This design comes from an exercise in tuning for small area and a short achievable clock period on the open sky130 flow, not from production work. Function was not checked in any run shown here: the RTL went through the layout flow alone.

--- flow/run.sh ---
#!/bin/bash
# synth_recipe.tcl (not shown) runs the flow's synth.tcl, then flattens the netlist and writes it again
# the make line also repeats each setting of config.mk as NAME=value (left out here)
make -C /OpenROAD-flow-scripts/flow DESIGN_CONFIG=/design/flow/config.mk WORK_HOME=/design/flow/orfs CLKGATE_MAP_FILE= SYNTH_SCRIPT=/design/flow/synth_recipe.tcl finish
--- flow/config.mk ---
export PLATFORM = sky130hd
export DESIGN_NAME = sqrt_16s
export DESIGN_NICKNAME = sqrt_16s
export VERILOG_FILES = /design/flow/design.v
export SDC_FILE = /design/flow/constraint.sdc
export NUM_CORES = 4
export LEC_CHECK = 0
export ABC_AREA = 1
export CAP_MARGIN = 20
export CORE_MARGIN = 2
export CORE_UTILIZATION = 40
export SLEW_MARGIN = 20
--- flow/constraint.sdc ---
create_clock -name core_clock -period 3.0 [get_ports {clk}]
set_input_delay 0.6000 -clock core_clock [delete_from_list [all_inputs] [get_ports {clk}]]
set_output_delay 0.6000 -clock core_clock [all_outputs]
set_load 0.01 [all_outputs]
--- flow/design.v ---
module sqrt_16s (
    input         clk,
    input  [15:0] data_i,
    input         vld_i,
    output [15:0] data_o,
    output        vld_o
);
    wire [2:0] a1 = {data_i[15:14]};
    wire [2:0] b1 = 2'b01;
    wire [2:0] d1 = a1 - b1;
    wire [0:0] q1 = ~d1[2];
    wire [1:0] r1 = d1[2] ? a1[1:0] : d1[1:0];
    wire [13:0] x1 = data_i[13:0];
    reg         q_r1;
    always @(posedge clk) q_r1 <= q1;
    reg  [1:0] r_r1;
    always @(posedge clk) r_r1 <= r1;
    reg  [13:0] x_r1;
    always @(posedge clk) x_r1 <= x1;
    reg         v_r1;
    always @(posedge clk) v_r1 <= vld_i;
    wire [3:0] a2 = {r_r1, x_r1[13:12]};
    wire [3:0] b2 = {q_r1, 2'b01};
    wire [3:0] d2 = a2 - b2;
    wire [1:0] q2 = {q_r1, ~d2[3]};
    wire [2:0] r2 = d2[3] ? a2[2:0] : d2[2:0];
    wire [11:0] x2 = x_r1[11:0];
    reg  [1:0] q_r2;
    always @(posedge clk) q_r2 <= q2;
    reg  [2:0] r_r2;
    always @(posedge clk) r_r2 <= r2;
    reg  [11:0] x_r2;
    always @(posedge clk) x_r2 <= x2;
    reg         v_r2;
    always @(posedge clk) v_r2 <= v_r1;
    wire [4:0] a3 = {r_r2, x_r2[11:10]};
    wire [4:0] b3 = {q_r2, 2'b01};
    wire [4:0] d3 = a3 - b3;
    wire [2:0] q3 = {q_r2, ~d3[4]};
    wire [3:0] r3 = d3[4] ? a3[3:0] : d3[3:0];
    wire [9:0] x3 = x_r2[9:0];
    reg  [2:0] q_r3;
    always @(posedge clk) q_r3 <= q3;
    reg  [3:0] r_r3;
    always @(posedge clk) r_r3 <= r3;
    reg  [9:0] x_r3;
    always @(posedge clk) x_r3 <= x3;
    reg         v_r3;
    always @(posedge clk) v_r3 <= v_r2;
    wire [5:0] a4 = {r_r3, x_r3[9:8]};
    wire [5:0] b4 = {q_r3, 2'b01};
    wire [5:0] d4 = a4 - b4;
    wire [3:0] q4 = {q_r3, ~d4[5]};
    wire [4:0] r4 = d4[5] ? a4[4:0] : d4[4:0];
    wire [7:0] x4 = x_r3[7:0];
    reg  [3:0] q_r4;
    always @(posedge clk) q_r4 <= q4;
    reg  [4:0] r_r4;
    always @(posedge clk) r_r4 <= r4;
    reg  [7:0] x_r4;
    always @(posedge clk) x_r4 <= x4;
    reg         v_r4;
    always @(posedge clk) v_r4 <= v_r3;
    wire [6:0] a5 = {r_r4, x_r4[7:6]};
    wire [6:0] b5 = {q_r4, 2'b01};
    wire [6:0] d5 = a5 - b5;
    wire [4:0] q5 = {q_r4, ~d5[6]};
    wire [5:0] r5 = d5[6] ? a5[5:0] : d5[5:0];
    wire [5:0] x5 = x_r4[5:0];
    reg  [4:0] q_r5;
    always @(posedge clk) q_r5 <= q5;
    reg  [5:0] r_r5;
    always @(posedge clk) r_r5 <= r5;
    reg  [5:0] x_r5;
    always @(posedge clk) x_r5 <= x5;
    reg         v_r5;
    always @(posedge clk) v_r5 <= v_r4;
    wire [7:0] a6 = {r_r5, x_r5[5:4]};
    wire [7:0] b6 = {q_r5, 2'b01};
    wire [7:0] d6 = a6 - b6;
    wire [5:0] q6 = {q_r5, ~d6[7]};
    wire [6:0] r6 = d6[7] ? a6[6:0] : d6[6:0];
    wire [3:0] x6 = x_r5[3:0];
    reg  [5:0] q_r6;
    always @(posedge clk) q_r6 <= q6;
    reg  [6:0] r_r6;
    always @(posedge clk) r_r6 <= r6;
    reg  [3:0] x_r6;
    always @(posedge clk) x_r6 <= x6;
    reg         v_r6;
    always @(posedge clk) v_r6 <= v_r5;
    wire [8:0] a7 = {r_r6, x_r6[3:2]};
    wire [8:0] b7 = {q_r6, 2'b01};
    wire [8:0] d7 = a7 - b7;
    wire [6:0] q7 = {q_r6, ~d7[8]};
    wire [7:0] r7 = d7[8] ? a7[7:0] : d7[7:0];
    wire [1:0] x7 = x_r6[1:0];
    reg  [6:0] q_r7;
    always @(posedge clk) q_r7 <= q7;
    reg  [7:0] r_r7;
    always @(posedge clk) r_r7 <= r7;
    reg  [1:0] x_r7;
    always @(posedge clk) x_r7 <= x7;
    reg         v_r7;
    always @(posedge clk) v_r7 <= v_r6;
    wire [9:0] a8 = {r_r7, x_r7[1:0]};
    wire [9:0] b8 = {q_r7, 2'b01};
    wire [9:0] d8 = a8 - b8;
    wire [7:0] q8 = {q_r7, ~d8[9]};
    wire [8:0] r8 = d8[9] ? a8[8:0] : d8[8:0];
    reg  [7:0] q_r8;
    always @(posedge clk) q_r8 <= q8;
    reg  [8:0] r_r8;
    always @(posedge clk) r_r8 <= r8;
    reg         v_r8;
    always @(posedge clk) v_r8 <= v_r7;
    wire [10:0] a9 = {r_r8, 2'b00};
    wire [10:0] b9 = {q_r8, 2'b01};
    wire [10:0] d9 = a9 - b9;
    wire [8:0] q9 = {q_r8, ~d9[10]};
    wire [9:0] r9 = d9[10] ? a9[9:0] : d9[9:0];
    reg  [8:0] q_r9;
    always @(posedge clk) q_r9 <= q9;
    reg  [9:0] r_r9;
    always @(posedge clk) r_r9 <= r9;
    reg         v_r9;
    always @(posedge clk) v_r9 <= v_r8;
    wire [11:0] a10 = {r_r9, 2'b00};
    wire [11:0] b10 = {q_r9, 2'b01};
    wire [11:0] d10 = a10 - b10;
    wire [9:0] q10 = {q_r9, ~d10[11]};
    wire [10:0] r10 = d10[11] ? a10[10:0] : d10[10:0];
    reg  [9:0] q_r10;
    always @(posedge clk) q_r10 <= q10;
    reg  [10:0] r_r10;
    always @(posedge clk) r_r10 <= r10;
    reg         v_r10;
    always @(posedge clk) v_r10 <= v_r9;
    wire [12:0] a11 = {r_r10, 2'b00};
    wire [12:0] b11 = {q_r10, 2'b01};
    wire [12:0] d11 = a11 - b11;
    wire [10:0] q11 = {q_r10, ~d11[12]};
    wire [11:0] r11 = d11[12] ? a11[11:0] : d11[11:0];
    reg  [10:0] q_r11;
    always @(posedge clk) q_r11 <= q11;
    reg  [11:0] r_r11;
    always @(posedge clk) r_r11 <= r11;
    reg         v_r11;
    always @(posedge clk) v_r11 <= v_r10;
    wire [13:0] a12 = {r_r11, 2'b00};
    wire [13:0] b12 = {q_r11, 2'b01};
    wire [13:0] d12 = a12 - b12;
    wire [11:0] q12 = {q_r11, ~d12[13]};
    wire [12:0] r12 = d12[13] ? a12[12:0] : d12[12:0];
    reg  [11:0] q_r12;
    always @(posedge clk) q_r12 <= q12;
    reg  [12:0] r_r12;
    always @(posedge clk) r_r12 <= r12;
    reg         v_r12;
    always @(posedge clk) v_r12 <= v_r11;
    wire [14:0] a13 = {r_r12, 2'b00};
    wire [14:0] b13 = {q_r12, 2'b01};
    wire [14:0] d13 = a13 - b13;
    wire [12:0] q13 = {q_r12, ~d13[14]};
    wire [13:0] r13 = d13[14] ? a13[13:0] : d13[13:0];
    reg  [12:0] q_r13;
    always @(posedge clk) q_r13 <= q13;
    reg  [13:0] r_r13;
    always @(posedge clk) r_r13 <= r13;
    reg         v_r13;
    always @(posedge clk) v_r13 <= v_r12;
    wire [15:0] a14 = {r_r13, 2'b00};
    wire [15:0] b14 = {q_r13, 2'b01};
    wire [15:0] d14 = a14 - b14;
    wire [13:0] q14 = {q_r13, ~d14[15]};
    wire [14:0] r14 = d14[15] ? a14[14:0] : d14[14:0];
    reg  [13:0] q_r14;
    always @(posedge clk) q_r14 <= q14;
    reg  [14:0] r_r14;
    always @(posedge clk) r_r14 <= r14;
    reg         v_r14;
    always @(posedge clk) v_r14 <= v_r13;
    wire [16:0] a15 = {r_r14, 2'b00};
    wire [16:0] b15 = {q_r14, 2'b01};
    wire [16:0] d15 = a15 - b15;
    wire [14:0] q15 = {q_r14, ~d15[16]};
    wire [15:0] r15 = d15[16] ? a15[15:0] : d15[15:0];
    reg  [14:0] q_r15;
    always @(posedge clk) q_r15 <= q15;
    reg  [15:0] r_r15;
    always @(posedge clk) r_r15 <= r15;
    reg         v_r15;
    always @(posedge clk) v_r15 <= v_r14;
    wire [17:0] a16 = {r_r15, 2'b00};
    wire [17:0] b16 = {q_r15, 2'b01};
    wire [17:0] d16 = a16 - b16;
    wire [15:0] q16 = {q_r15, ~d16[17]};
    reg  [15:0] q_r16;
    always @(posedge clk) q_r16 <= q16;
    reg         v_r16;
    always @(posedge clk) v_r16 <= v_r15;
    assign data_o = q_r16;
    assign vld_o  = v_r16;
endmodule
==> impl_results.md, run 1 <==
- Post-layout net count: between 2,000 and 2,500
- Number of buffers added by the clock tree synthesis step: 37
- Routed Antenna Nets: 0
- Width of the die: approximately 200 um
- Biggest area contributors in the synthesized netlist: sky130_fd_sc_hd__dfxtp_1, sky130_fd_sc_hd__nand2_1, sky130_fd_sc_hd__ha_1, sky130_fd_sc_hd__inv_1, sky130_fd_sc_hd__nand3_1
- Insertion delay to the later sink of the worst-skew pair: 0.53 ns
- Cell type contributing the most total cell area after synthesis: sky130_fd_sc_hd__dfxtp_1
- Largest driver fanout on the critical path: 11
- Die Span Y: 197 um
- Detailed-route wire length: about 30 mm
- Layout filler cell count: roughly 3,600
- Vias in the first global route: 11,300
- Minimum clock period after layout: between 2 and 2.5 ns
- Accumulated negative setup slack: 0 ns
- Number of buffers on the longest clock path: 3
- Hold Buf Count CTS: 0
- Post-synth top flop: sky130_fd_sc_hd__dfxtp_1
- Number of antenna violations at the first check in global routing: 0
- Setup repair after global routing missed its margin: false
- Outcome: finished clean
- Fraction of the cycle the final worst path needs: 79.6%
- Detailed-route via count: 11,400
- Flip-flop and latch count after synthesis: approximately 340
- Remaining routing DRC violations: 0
- EDFF count, synth: 0
- Final hold viol count: 0
- # setup viols final: 0
- Std-Cell Core Area: 36,500 um2
- Classification of the worst-slack hold path: flip-flop to flip-flop
- Clock root buffer: sky130_fd_sc_hd__clkbuf_16
- Proportion of register bits with asynchronous set or reset after synthesis: 0%
- Count of distinct cell types in the synthesized netlist: 37
- Yosys warns: 1
- Post-cts repair resize count: 0
- Top post-synthesis cells by count: sky130_fd_sc_hd__nand2_1, sky130_fd_sc_hd__dfxtp_1, sky130_fd_sc_hd__inv_1
- Post-synth top area share: between 40% and 50%
- Die footprint: 38,600 um2
- Non-filler cells, final: 2,444
- Actual slew at the worst max-slew pin: 0.513 ns
- Gpl congestion: 0.884
- Number of placed I/O pins: 35
- Final max-slew violation count: 0
- Total routing usage reported by global routing: between 15 and 20%
- Kind of start point of the critical path: flip-flop
- Wire length of the first global-routing pass: 52.0 mm
- Standard-cell rows: 70
- Share of post-route cells with drive strength above 1: 5.47%
- Clock tree skew after final layout: roughly 0.0095 ns
- Startpoint-to-endpoint class of the critical path: flip-flop to flip-flop
- Clock sink count: approximately 340
- Detailed-placement wirelength estimate: ~24 mm
- Initial cell density of the core: 40.6%
- Worst EP arrival: about 2.9 ns
- DP Cell Count: 2,379
- Post-synthesis sequential area ratio: 45.4%
- Starting DRT DRC Count: 453
- Clock slew seen by the registers of the worst setup and hold paths: 0.06 ns
- H-tree levels: 2
- WL/cell: 12.4 um
- Pin count of the biggest net entering global routing: 16
- # port buffers: 34
- Pre-antenna DRT Iters: 6
- Endpoint required time on the critical path: 3.47 ns
- Vias per cell: roughly 4.7
- Syn_area_per_cell: 7.85 um2
- Mapped Nets: 2,039
- Post-synthesis cell count: about 1,900
- Maximum clock rate: about 420 MHz
- Final global-route overflow total: 0
- Synthesized area: 14,800 um2
- TritonCTS clock tree: yes
- Relative area change from synthesis to final layout: 13.8%
- Number of antenna repair diodes: 0
- CP Capture Type: flip-flop
- Top-count cell post-synth: sky130_fd_sc_hd__nand2_1
- Max Cap Viol: 0
- Max-Slew Margin vs Limit: 65.7%
- Post-CTS repair timing setup buffer count: 0
==> layer usage <==
layer | vias to the layer above | track usage, % | part of all wire, %
met5 | - | 0 | 0
li1 | 6046 | - | -
met1 | 5078 | 19.5 | 45
met3 | 72 | 2.70 | 3.6
met2 | 201 | 29.4 | 48
met4 | 0 | 6.85 | 3.4
==> flip-flops by register name, summed over array words and instances, names as in the netlist, 9 cells and up <==
name	count
r_r9	9
r_r12	12
r_r14	14
q_r16	16
r_r8	9
q_r15	15
q_r11	11
q_r13	13
r_r13	13
q_r10	10
q_r12	12
r_r15	15
r_r10	10
q_r14	14
q_r9	9
x_r3	10
x_r2	12
x_r1	14
r_r11	11
==> metrics by stage <==
step           setup slack (ns)  hold slack (ns)  util [%]  cell area [um2]
2_1_floorplan              1.07            0.310         -            14800
3_3_place_gp              0.722            0.310      42.9            15700
3_5_place_dp              0.636            0.312      42.9            15700
4_1_cts                   0.633            0.323      46.2            16900
5_1_grt                   0.337            0.328      46.2            16900
6_report                  0.612            0.321      46.2            16900
==> path summary, 6_finish.rpt <==
kind / startpoint / endpoint / slack, ns / cells after the start
worst min-delay path: x_r3[4] / x_r4[4] / 0.32 / 0
worst max-delay path: r_r10[0] / r_r11[8] / 0.61 / 11
worst min register to register: x_r3[4] / x_r4[4] / 0.32 / 0
worst max register to register: r_r10[0] / r_r11[8] / 0.61 / 11
==> worst max-delay path, stage by stage (launching register included) <==
cell	delay (ns)
sky130_fd_sc_hd__dfxtp_1	0.36
sky130_fd_sc_hd__ha_1	0.28
sky130_fd_sc_hd__fa_1	0.42
sky130_fd_sc_hd__nand2_1	0.09
sky130_fd_sc_hd__nand2_1	0.08
sky130_fd_sc_hd__nand3b_1	0.09
sky130_fd_sc_hd__nand2_1	0.08
sky130_fd_sc_hd__nand2_1	0.09
sky130_fd_sc_hd__nand3_1	0.28
sky130_fd_sc_hd__nand2_1	0.39
sky130_fd_sc_hd__nand2_1	0.09
sky130_fd_sc_hd__nand2_1	0.07
==> cells in the final DEF, fill, tap and decap left out, types with 4 or more instances in the layout <==
master                            instances
sky130_fd_sc_hd__clkinv_2                 8
sky130_fd_sc_hd__nand3_1                182
sky130_fd_sc_hd__nor2_2                   4
sky130_fd_sc_hd__clkbuf_16               37
sky130_fd_sc_hd__nand2_1                566
sky130_fd_sc_hd__clkdlybuf4s50_1         34
sky130_fd_sc_hd__inv_1                  309
sky130_fd_sc_hd__nor2_1                  87
sky130_fd_sc_hd__xor2_1                  45
sky130_fd_sc_hd__nand3b_1                 4
sky130_fd_sc_hd__nand3_2                  5
sky130_fd_sc_hd__clkinvlp_4               4
sky130_fd_sc_hd__nand4_1                 26
sky130_fd_sc_hd__inv_6                    4
sky130_fd_sc_hd__a21oi_1                 71
sky130_fd_sc_hd__fa_1                     7
sky130_fd_sc_hd__o21bai_1                 8
sky130_fd_sc_hd__o21ai_0                 22
sky130_fd_sc_hd__nand2_4                  4
sky130_fd_sc_hd__a21o_1                   7
sky130_fd_sc_hd__xnor2_1                 21
sky130_fd_sc_hd__dfxtp_1                336
sky130_fd_sc_hd__nand2_2                 24
sky130_fd_sc_hd__ha_1                   126
==> final cells by class <==
cell class / instances / area [um2] / area share (%)
inverter: 310 / 1160 / 6.90
timing repair buffer: 35 / 348 / 2.06
clock inverter: 22 / 221 / 1.31
sequential: 336 / 6730 / 39.9
multi-input combinational: 1230 / 6840 / 40.6
tap: 468 / 586 / 3.47
clock buffer: 43 / 978 / 5.80
==> cell families after synthesis <==
family / share of synthesized area, %
buffers and inverters: 8.47
adder cells (fa/ha/maj): 11.6
AO/OA/AOI/OAI: 4.52
XOR/XNOR: 3.90
flip-flops: 45.4
AND/OR/NAND/NOR: 26.2
==> inputs of run 2 (changes only) <==
--- a/flow/config.mk
+++ b/flow/config.mk
@@ -11,2 +11,3 @@
 export CORE_UTILIZATION = 40
+export SETUP_SLACK_MARGIN = 1.6
 export SLEW_MARGIN = 20
==> run 2 against run 1 <==
  * Largest cell class unchanged
  * Global-route usage up 2.9 points
  * Register-to-register slack better by 0.51 ns
  * Setup slack better by 0.51 ns
  * Critical endpoint is now r_r13[7]
  * Synthesized cell count unchanged
  * Clock skew up 0.0082 ns
  * First-iteration DRC count down 2.0%
  * Critical path depth up 1
  * Core utilization up 14 points
==> impl_results.md, run 2 <==
- Outcome: finished clean
- Total routing usage reported by global routing: 19.4%
- Maximum clock rate: 531 MHz
- Accumulated negative setup slack: 0 ns
- Post-synthesis sequential area ratio: ~45%
- Registers with the highest flip-flop counts: q_r16: 16 flops, q_r15: 15 flops, r_r15: 15 flops
- Non-filler cells, final: 2,619
- Clock sink count: roughly 340
- Startpoint-to-endpoint class of the critical path: flip-flop to flip-flop
- Setup slack of the worst register-to-register path: 1.12 ns
- Clock root buffer: sky130_fd_sc_hd__clkbuf_16
- Detailed-placement wirelength estimate: between 20 and 25 mm
- Max Cap Viol: 0
- Endpoint required time on the critical path: 3.49 ns
- Wire length of the first global-routing pass: 60.5 mm
- EDFF count, synth: 0
- Syn_area_per_cell: 7.85 um2
- # port buffers: 34
- Actual slew at the worst max-slew pin: 0.395 ns
- Die footprint: 38,600 um2
- Reg with most FFs: q_r16
- Insertion delay to the later sink of the worst-skew pair: about 0.56 ns
- Post-synthesis cell count: between 1,500 and 2,000
- Max-Slew Margin vs Limit: 73.6%
- Clock tree skew after final layout: 0.0178 ns
- Clock slew seen by the registers of the worst setup and hold paths: 0.06 ns
- Fraction of the cycle the final worst path needs: 62.7%
- Starting DRT DRC Count: about 440
- Pin count of the biggest net entering global routing: 15
- Start point of the critical path: r_r12[0]
- # setup viols final: 0
- Remaining routing DRC violations: 0
- Start point of the worst hold path: x_r1[3]
- H-tree levels: 2
- Layout filler cell count: 2,945
- Detailed-route via count: 12,600
- Pre-antenna DRT Iters: 5
- Flip-flop and latch count after synthesis: about 340
- Kind of start point of the critical path: flip-flop
- Final core utilization: 60.6%
- Proportion of register bits with asynchronous set or reset after synthesis: 0%
- Final max-slew violation count: 0
- Count of distinct cell types in the synthesized netlist: 37
- Capturing instance or port of the critical path: r_r13[7]
- Post-layout net count: 2,274
- Initial cell density of the core: approximately two fifths
- Largest register FFs: 16
- Yosys warns: 1
- Number of antenna repair diodes: 0
- Relative area change from synthesis to final layout: 49.2%
- Share of post-route cells with drive strength above 1: 44.4%
- Die Span Y: around 200 um
- Worst reg2reg path depth: 12
- Number of buffers added by the clock tree synthesis step: 37
- Mapped Nets: 2,039
- Commonest non-fill, non-tap cells in the layout: sky130_fd_sc_hd__nand2_1, sky130_fd_sc_hd__inv_1, sky130_fd_sc_hd__dfxtp_1
- Width of the die: around 200 um
- Post-synth top flop: sky130_fd_sc_hd__dfxtp_1
- Gpl congestion: 0.842
- Number of antenna violations at the first check in global routing: 0
- Final global-route overflow total: 0
- Post-synth top area share: a little under half
- Final hold viol count: 0
- Minimum clock period after layout: 1.88 ns
- Top post-synthesis cells by count: sky130_fd_sc_hd__nand2_1, sky130_fd_sc_hd__dfxtp_1, sky130_fd_sc_hd__inv_1
- Number of placed I/O pins: 35
- DP Cell Count: 2,379
- Vias per cell: between 4 and 5
- Classification of the worst-slack hold path: flip-flop to flip-flop
- Detailed-route wire length: 38.1 mm
- Destination of the worst register-to-register timing path: r_r13[7]
- Top-count cell post-synth: sky130_fd_sc_hd__nand2_1
- Synthesized area: between 10,000 and 15,000 um2
- Hold Buf Count CTS: 0
- Number of buffers on the longest clock path: 3
- Std-Cell Core Area: roughly 37,000 um2
- TritonCTS clock tree: yes
- Vias in the first global route: approximately 13,000
- Largest driver fanout on the critical path: 5
- Cell type contributing the most total cell area after synthesis: sky130_fd_sc_hd__dfxtp_1
- Standard-cell rows: 70
- Most common cell after layout, fill and taps aside: sky130_fd_sc_hd__nand2_1
- Startpoint of the worst-slack reg-to-reg timing path: r_r12[0]
- Worst EP arrival: 2.38 ns
- WL/cell: around 15 um
- Routed Antenna Nets: 0
- CP Capture Type: flip-flop
- Setup repair after global routing missed its margin: true
- Biggest area contributors in the synthesized netlist: sky130_fd_sc_hd__dfxtp_1, sky130_fd_sc_hd__nand2_1, sky130_fd_sc_hd__ha_1, sky130_fd_sc_hd__inv_1, sky130_fd_sc_hd__nand3_1
==> run 2: cell count changes in the layout (fill, tap and decap cells not counted), moves of 67 or more <==
cell                      previous run  this run
sky130_fd_sc_hd__nand2_1           566       364
sky130_fd_sc_hd__nand2_2            24       150
sky130_fd_sc_hd__dfxtp_1           336       213
sky130_fd_sc_hd__buf_4               1       120
sky130_fd_sc_hd__dfxtp_2             0       107
sky130_fd_sc_hd__ha_1              126        29
sky130_fd_sc_hd__ha_4                0        94
sky130_fd_sc_hd__nand3_1           182        95
sky130_fd_sc_hd__inv_1             309       242
==> run 2: metal layers <==
metal  part of all wire (%)  track usage [%]
met5                      0                0
met4                    3.3             7.97
met2                     54             36.4
met3                    3.3             3.56
met1                     40             21.3
==> run 2: critical path, stage by stage, from the launching register on <==
cell and delay [ns]:
sky130_fd_sc_hd__dfxtp_4 0.36, sky130_fd_sc_hd__ha_4 0.14, sky130_fd_sc_hd__inv_2 0.04, sky130_fd_sc_hd__fa_2 0.35
sky130_fd_sc_hd__inv_2 0.08, sky130_fd_sc_hd__nand3_2 0.08, sky130_fd_sc_hd__nand3_4 0.11, sky130_fd_sc_hd__nand3_4 0.09
sky130_fd_sc_hd__nand4_1 0.13, sky130_fd_sc_hd__buf_6 0.17, sky130_fd_sc_hd__buf_6 0.14, sky130_fd_sc_hd__nand3_2 0.07
sky130_fd_sc_hd__nand2_1 0.07
==> run 2: worst min path at each step <==
stage	endpoint	slack (ns)	depth (start not counted)
3_5_place_dp	x_r6[0]	0.31	0
3_3_place_gp	v_r6	0.31	0
2_1_floorplan	v_r10	0.31	0
5_1_grt	x_r3[5]	0.33	0
6_report	x_r2[3]	0.32	0
4_1_cts	x_r6[0]	0.32	0
==> run 2: logic make-up after synthesis <==
group                    count (synthesis)  share of synthesized area, %
AO/OA/AOI/OAI                          121                          4.52
XOR/XNOR                                66                          3.90
adder cells (fa/ha/maj)                133                          11.6
buffers and inverters                  322                          8.47
flip-flops                             336                          45.4
AND/OR/NAND/NOR                        910                          26.2
==> run 2: timing repair <==
action,4_1_cts,5_1_grt
hold endpoints to repair,0,0
setup buffers,115,37
pin swaps,184,172
resized for setup,507,303
gates cloned,19,2
setup endpoints to repair,157,157
==> run 2: metrics by stage <==
step                setup WS, ns  cell area [um2]  hold slack, ns
finish                      1.12            22100           0.320
global route                1.03            22100           0.328
CTS                         1.17            20600           0.323
detailed placement         0.457            16700           0.312
global placement           0.547            16700           0.311
floorplan                   1.27            15900           0.310
==> run 2: area by class of cell <==
cell class                      instances  area (um2)  area share, %
Clock buffer                           57        1100           4.98
Tap cell                              468         586           2.65
Inverter                              310        1170           5.28
Sequential cell                       336        6920           31.3
Timing Repair Buffer                  189        1600           7.21
Multi-Input combinational cell       1249       10600           47.9
Clock inverter                         10         158          0.713

[re-timing with driven ports]
No port has a modelled driver above. Below, the same layouts with a new extraction and two added sets of constraints. Step 1 sets driving cells, clkbuf_16 on the clock port and buf_2 on the other inputs (assumed; they add their load-dependent delay and slew). Step 2 times the ports against the registers' clock, not the clock port: input delays grow and output delays shrink by t, the midpoint of the rising clock arrivals with the driver on. Slacks: ideal / step 1 / step 2; pairs: ideal / step 1.
| run | t, ns | setup slack, ns | worst hold slack (ns) | worst slew at a driven data input, ns |
|---|---|---|---|---|
| run 1 | 0.576 | 0.612 / 0.612 / 0.612 | 0.321 / 0.321 / 0.321 | 0.03 |
| run 2 | 0.603 | 1.118 / 1.118 / 1.118 | 0.320 / 0.320 / 0.320 | 0.04 |
After both steps setup and hold are still met in every run listed.
